From an optimization exercise on the open Yosys and OpenROAD flow, aimed at small area; shortcuts taken in it are not production practice.
No driver is modelled on the clock port, so clock power and skew are understated where the tree is cut down; a real chip needs a root buffer or a tree.
Power and IR drop assume default switching activity.

==> flow/design.v (excerpt) <==
module TinyMIPS(
    input wire clk,
    input wire rst,
    input wire [15:0] data_fromRAM,
    output wire wrEn,
    output wire [7:0] addr_toRAM,
    output wire [15:0] data_toRAM
);
    localparam S_WAIT = 3'd0, S_PCUP = 3'd1, S_LDR = 3'd2, S_STW = 3'd3,
               S_EX = 3'd4, S_LDW = 3'd5, S_LDX = 3'd6, S_STX = 3'd7;
    reg [3:0] ph;       
    reg [2:0] st;
    reg [2:0] k;        
    reg [7:0] AR;       
    reg [15:0] T;       
    reg [2:0] Ah;       
    reg c1, c2;         
    reg tdel;           
    reg d0, d1;         
    reg n0;             
    reg fz;             
    reg fl;             
    reg sp;             
    reg [15:0] R [0:7];
    wire [15:0] I = data_fromRAM;
    wire [3:0] op = I[15:12];
    wire [2:0] fB = I[8:6];
    wire [2:0] fC = I[5:3];
    wire g1   = ~st[2];
    wire ex   = (st == S_EX);
    wire pcup = (st == S_PCUP);
    wire wait0= (st == S_WAIT);
    wire ldw  = (st == S_LDW);
    wire ldr  = (st == S_LDR);
    wire stw  = (st == S_STW);
  ...
Size in the first run: ~410 cells after synthesis, ~43 I/O pins.
==> module TinyMIPS, before the edit <==
module TinyMIPS(
    input wire clk,
    input wire rst,
    input wire [15:0] data_fromRAM,
    output wire wrEn,
    output wire [7:0] addr_toRAM,
    output wire [15:0] data_toRAM
);
    localparam S_WAIT = 3'd0, S_PCUP = 3'd1, S_LDR = 3'd2, S_STW = 3'd3,
               S_EX = 3'd4, S_LDW = 3'd5, S_LDX = 3'd6, S_STX = 3'd7;
    reg [3:0] ph;       
    reg [2:0] st;
    reg [2:0] k;        
    reg [7:0] AR;       
    reg [15:0] T;       
    reg [2:0] Ah;       
    reg c1, c2;         
    reg tdel;           
    reg d0, d1;         
    reg n0;             
    reg fz;             
    reg fl;             
    reg sp;             
    reg [15:0] R [0:7];
    wire [15:0] I = data_fromRAM;
    wire [3:0] op = I[15:12];
    wire [2:0] fB = I[8:6];
    wire [2:0] fC = I[5:3];
    wire g1   = ~st[2];
    wire ex   = (st == S_EX);
    wire pcup = (st == S_PCUP);
    wire wait0= (st == S_WAIT);
    wire ldw  = (st == S_LDW);
    wire ldr  = (st == S_LDR);
    wire stw  = (st == S_STW);
    wire exch = st[2] & st[1];
    wire swst = st[1] & st[0];
    wire oADD = ex & (op == 4'd0);
    wire oADDI= ex & (op == 4'd1);
    wire oMUL = ex & (op == 4'd2);
    wire oSRL = ex & (op == 4'd3);
    wire oLD  = ex & (op == 4'd4);
    wire oST  = ex & (op == 4'd5);
    wire oCP  = ex & (op == 4'd6);
    wire oCPI = ex & (op == 4'd7);
    wire oBR  = ex & (op[3:2] == 2'b10) & (op[1:0] != 2'b11);
    wire oHLT = ex & ((op[3:2] == 2'b11) | (op == 4'd11));
    wire t0 = (ph == 4'd0);
    wire t15 = (ph == 4'd15);
    wire k0 = (k == 3'd0);
    wire cA = (fC == Ah);
    wire bA = (fB == Ah);
    wire useA = oBR | oST | swst | (oMUL & (~k0 | cA));
    wire [2:0] selP = useA ? Ah : fB;
    wire useC = oADD | oSRL | (oMUL & ~cA);
    wire [2:0] selQ = useC ? fC : fB;
    wire P = R[selP][0];
    wire Q = R[selQ][0];
    wire dm = I[ph];
    wire sx6 = (ph >= 4'd5) ? I[5] : dm;
    wire zx6 = (ph < 4'd6) & dm;
    wire zx9 = (ph < 4'd9) & dm;
    wire mcopy = (oMUL & k0) | (oSRL & ~sp);
    wire Tm = mcopy ? P : T[0];
    reg tap;
    always @* begin
        case (k)
            3'd0: tap = Tm;
            3'd1: tap = T[14];
            3'd2: tap = T[12];
            3'd3: tap = T[10];
            3'd4: tap = T[8];
            3'd5: tap = T[6];
            3'd6: tap = T[4];
            default: tap = T[2];
        endcase
    end
    wire D = (cA & bA) ? Tm : Q;
    wire nz = (k == 3'd0) & ~n0;
    wire sv = ~fz & oSRL;
    wire cap0v = oMUL ? D : (sv & fl & ~n0);
    wire cap1v = oMUL ? D : (sv & fl &  n0);
    wire pre0 = sv & ~fl & ~n0;
    wire pre1 = sv & ~fl &  n0;
    wire kmatch = (oMUL | oSRL) & (ph[3:1] == k);
    wire d0n = (kmatch & ~ph[0]) ? cap0v : t0 ? pre0 : d0;
    wire d1n = (kmatch &  ph[0]) ? cap1v : t0 ? pre1 : d1;
    wire term0 = d0n & tap;
    wire term1 = d1n & tdel;
    wire ldst = oLD | oST;
    wire a1 = ((oADD | oADDI | oBR | oCP | (oMUL & ~k0)) & P) | (ldst & Q) | ((exch | pcup) & AR[0]);
    wire b1 = (oADD & Q) | (oBR & ~Q) | (oADDI & sx6) | (ldst & zx6) | (oCPI & zx9) |
              ((ldw | ldr) & dm) | ((oMUL | oSRL) & term0) | (pcup & fl & T[0]);
    wire ci1 = t0 ? (oBR | (pcup & ~fl)) : ((exch & (ph == 4'd8)) | c1);
    wire s1 = a1 ^ b1 ^ ci1;
    wire co1 = (a1 & b1) | (ci1 & (a1 ^ b1));
    wire ci2 = ~t0 & c2;
    wire s2 = s1 ^ term1 ^ ci2;
    wire co2 = (s1 & term1) | (ci2 & (s1 ^ term1));
    wire Tin = mcopy ? P : (ldst | exch) ? s1 : oBR ? sx6 : T[0];
    wire swap = oST | swst;
    wire wen = oADD | oADDI | oCP | oCPI | oMUL | (oSRL & sp) | (ldw & ~t0) | (ldr & t0);
    wire wdat = swap ? R[0][0] : s2;
    integer i;
    always @(posedge clk) begin
        R[0] <= {swap ? P : (wen & (Ah == 3'd0)) ? wdat : R[0][0], R[0][15:1]};
        for (i = 1; i < 8; i = i + 1)
            R[i] <= {((wen | swap) & (Ah == i[2:0])) ? wdat : R[i][0], R[i][15:1]};
        T <= {Tin, T[15:1]};
        c1 <= co1;
        c2 <= co2;
        tdel <= tap;
        d0 <= d0n;
        d1 <= d1n;
        if (oBR | srl0) fz <= (~t0 & fz) | (oBR ? (P ^ Q) : (Q & (ph[3] | (ph[2] & (ph[1] | ~ph[0])))));
        if (srl0 & (ph == 4'd5)) fl <= Q | nz;
        else if (ex & t15 & ~srl0) fl <= oBR & cond;
        if (ex & t15) sp <= oSRL & ~sp;
        if (t15 & g1) Ah <= I[11:9];
        if (arsh) AR <= {arin, AR[7:1]};
        if (kshift) {k, n0} <= {Q, k, n0} >> 1;
        else if (kadd) k <= kx + {2'b00, kcin};
    end
    wire srl0 = oSRL & ~sp;
    wire kshift = srl0 & (ph < 4'd4);
    wire kinv = srl0 & ~(fl | nz);
    wire kclr = ~srl0 & ~(oMUL & (k != 3'd7));
    wire kadd = (srl0 & (ph == 4'd14)) | (ex & t15 & ~srl0);
    wire [2:0] kx = kclr ? 3'd0 : kinv ? ~k : k;
    wire kcin = srl0 ? (kinv & ~n0) : ~kclr;
    wire ne_all = fz | (P ^ Q);
    wire cond = (op[1:0] == 2'd0) ? ~ne_all : (op[1:0] == 2'd1) ? ~co1 : (co1 & ne_all);
    wire arsh = (g1 & ~ph[3]) | exch;
    wire arin = pcup ? s1 : ~wait0 & T[8];
    always @(posedge clk or posedge rst) begin
        if (rst) begin
            ph <= 4'd0;
            st <= S_WAIT;
        end else begin
            ph <= ph + 4'd1;
            if (ph == 4'd7 && oLD) st <= S_LDX;
            if (ph == 4'd7 && oST) st <= S_STX;
            if (t15) begin
                case (st)
                    S_EX: if (~oHLT & ~(oMUL & (k != 3'd7)) & ~(oSRL & ~sp)) st <= S_PCUP;
                    S_LDX: st <= S_LDW;
                    S_STX: st <= S_STW;
                    S_LDW: st <= S_LDR;
                    default: st <= S_EX;
                endcase
            end
        end
    end
    assign addr_toRAM = AR;
    assign wrEn = stw & t0;
    assign data_toRAM = R[0];
endmodule
clock: 10.0 ns
lec_check: 0
cap_margin: 20
core_margin: 2
core_utilization: 40
slew_margin: 20
standard.sh (not shown) runs the stock make flow with config.mk's settings and CLKGATE_MAP_FILE= SYNTH_SCRIPT=/design/flow/synth_recipe.tcl, a recipe that flattens the netlist after the stock synthesis.
==> flow/flow/run.sh <==
#!/bin/bash
# The standard ORFS layout (standard.sh) with three changes:
#  - synthesis maps logic with an area-oriented ABC script (flow/synth_area.tcl,
#    flow/area.abc); registers are mapped before ABC, exactly as in the
#    standard synthesis;
#  - ports are buffered with the smallest buffer (buf_1);
#  - the clock tree is a small two-level inverter tree built by
#    flow/cts_manual.tcl in place of TritonCTS (sourced through PRE_CTS_TCL,
#    so the rest of ORFS's CTS step - legalisation, timing repair - still runs).
# Each make step's full output is in orfs/logs; make's own output is in
# standard_sh.log.
set -euo pipefail
here=$(pwd)
export FLOW_SYNTH_TCL="$here/synth_recipe.tcl"
export AREA_ABC_SCRIPT="$here/flow/area.abc"
export BUFFER_PORTS_ARGS="-buffer_cell sky130_fd_sc_hd__buf_1"
export PRE_CTS_TCL="$here/flow/cts_manual.tcl"
sed "s#SYNTH_SCRIPT=[^ ]*#SYNTH_SCRIPT=$here/flow/synth_area.tcl#" standard.sh > standard_area.sh
grep -q "SYNTH_SCRIPT=$here/flow/synth_area.tcl" standard_area.sh
bash standard_area.sh > standard_sh.log 2>&1
Other scripts of this flow, unchanged in this note and not shown: flow/flow/area.abc, flow/flow/cts_manual.tcl, flow/flow/synth_area.tcl
Edit:
--- a/flow/design.v
+++ b/flow/design.v
@@ -81,9 +81,9 @@
     wire cap0v = oMUL ? D : (sv & fl & ~n0);
     wire cap1v = oMUL ? D : (sv & fl &  n0);
     wire pre0 = sv & ~fl & ~n0;
     wire pre1 = sv & ~fl &  n0;
-    wire kmatch = (oMUL | oSRL) & (ph[3:1] == k);
+    wire kmatch = (ph[3:1] == k);
     wire d0n = (kmatch & ~ph[0]) ? cap0v : t0 ? pre0 : d0;
     wire d1n = (kmatch &  ph[0]) ? cap1v : t0 ? pre1 : d1;
     wire term0 = d0n & tap;
     wire term1 = d1n & tdel;
@@ -98,9 +98,9 @@
     wire s2 = s1 ^ term1 ^ ci2;
     wire co2 = (s1 & term1) | (ci2 & (s1 ^ term1));
     wire Tin = mcopy ? P : (ldst | exch) ? s1 : oBR ? sx6 : T[0];
     wire swap = oST | swst;
-    wire wen = oADD | oADDI | oCP | oCPI | oMUL | (oSRL & sp) | (ldw & ~t0) | (ldr & t0);
+    wire wen = oADD | oADDI | oCP | oCPI | oMUL | (oSRL & sp) | ldw | (ldr & t0);
     wire wdat = swap ? R[0][0] : s2;
     integer i;
     always @(posedge clk) begin
         R[0] <= {swap ? P : (wen & (Ah == 3'd0)) ? wdat : R[0][0], R[0][15:1]};
@@ -114,21 +114,21 @@
         d1 <= d1n;
         if (oBR | srl0) fz <= (~t0 & fz) | (oBR ? (P ^ Q) : (Q & (ph[3] | (ph[2] & (ph[1] | ~ph[0])))));
         if (srl0 & (ph == 4'd5)) fl <= Q | nz;
         else if (ex & t15 & ~srl0) fl <= oBR & cond;
-        if (ex & t15) sp <= oSRL & ~sp;
+        if (ex & t15) sp <= srl0;
         if (t15 & g1) Ah <= I[11:9];
         if (arsh) AR <= {arin, AR[7:1]};
-        if (kshift) {k, n0} <= {Q, k, n0} >> 1;
+        if (g1) k <= 3'd0;
+        else if (kshift) {k, n0} <= {Q, k, n0} >> 1;
         else if (kadd) k <= kx + {2'b00, kcin};
     end
     wire srl0 = oSRL & ~sp;
     wire kshift = srl0 & (ph < 4'd4);
-    wire kinv = srl0 & ~(fl | nz);
-    wire kclr = ~srl0 & ~(oMUL & (k != 3'd7));
-    wire kadd = (srl0 & (ph == 4'd14)) | (ex & t15 & ~srl0);
-    wire [2:0] kx = kclr ? 3'd0 : kinv ? ~k : k;
-    wire kcin = srl0 ? (kinv & ~n0) : ~kclr;
+    wire kinv = srl0 & ~fl;
+    wire kadd = (srl0 & (ph == 4'd14)) | (oMUL & t15);
+    wire [2:0] kx = kinv ? ~k : k;
+    wire kcin = ~srl0 | (kinv & ~n0);
     wire ne_all = fz | (P ^ Q);
     wire cond = (op[1:0] == 2'd0) ? ~ne_all : (op[1:0] == 2'd1) ? ~co1 : (co1 & ne_all);
     wire arsh = (g1 & ~ph[3]) | exch;
     wire arin = pcup ? s1 : ~wait0 & T[8];
The new run finished with timing, DRC and antenna clean.
Cell count drops by about 0.47%.
Total power is higher by about 1.1%.
Via count is lower by 0.60%.
Flip-flop and latch count does not change.
Combinational power is higher by about 10%.
Routed wire length went down by 5.7%.
Function was not checked in any run of this note: the RTL went through the layout flow alone. In every run of this note, the design's own scripts or RTL, not TritonCTS, make the clock network.

static timing again, ports no longer ideal:
No port has a modelled driver above. Below, the same layouts with a new extraction and two added sets of constraints. Step 1: set_driving_cell puts a clkbuf_16 on clk and a buf_2 on each other input, an assumption about the parent block. Step 2 adds t to the input delays and takes it off the output delays; t is the mean of the earliest and latest rising clock arrival at the registers after step 1. Input paths then give back, and output paths get back, about the clock's delay inside the block. Slacks: no drivers / after step 1 / after step 2; pairs: no drivers / after step 1.
| run | shift t [ns] | setup slack, ns | slew at the worst register clock pin (ns) |
|---|---|---|---|
| the first run | 0.226 | 2.292 / 2.364 / 2.137 | 0.09 / 0.09 |
| the second run | 0.238 | 2.643 / 2.681 / 2.442 | 0.09 / 0.10 |
After both steps setup and hold are still met in every run listed. The setup slack of the second run, which loses most, moves by +0.038 ns with the drivers and by -0.201 ns with both steps.
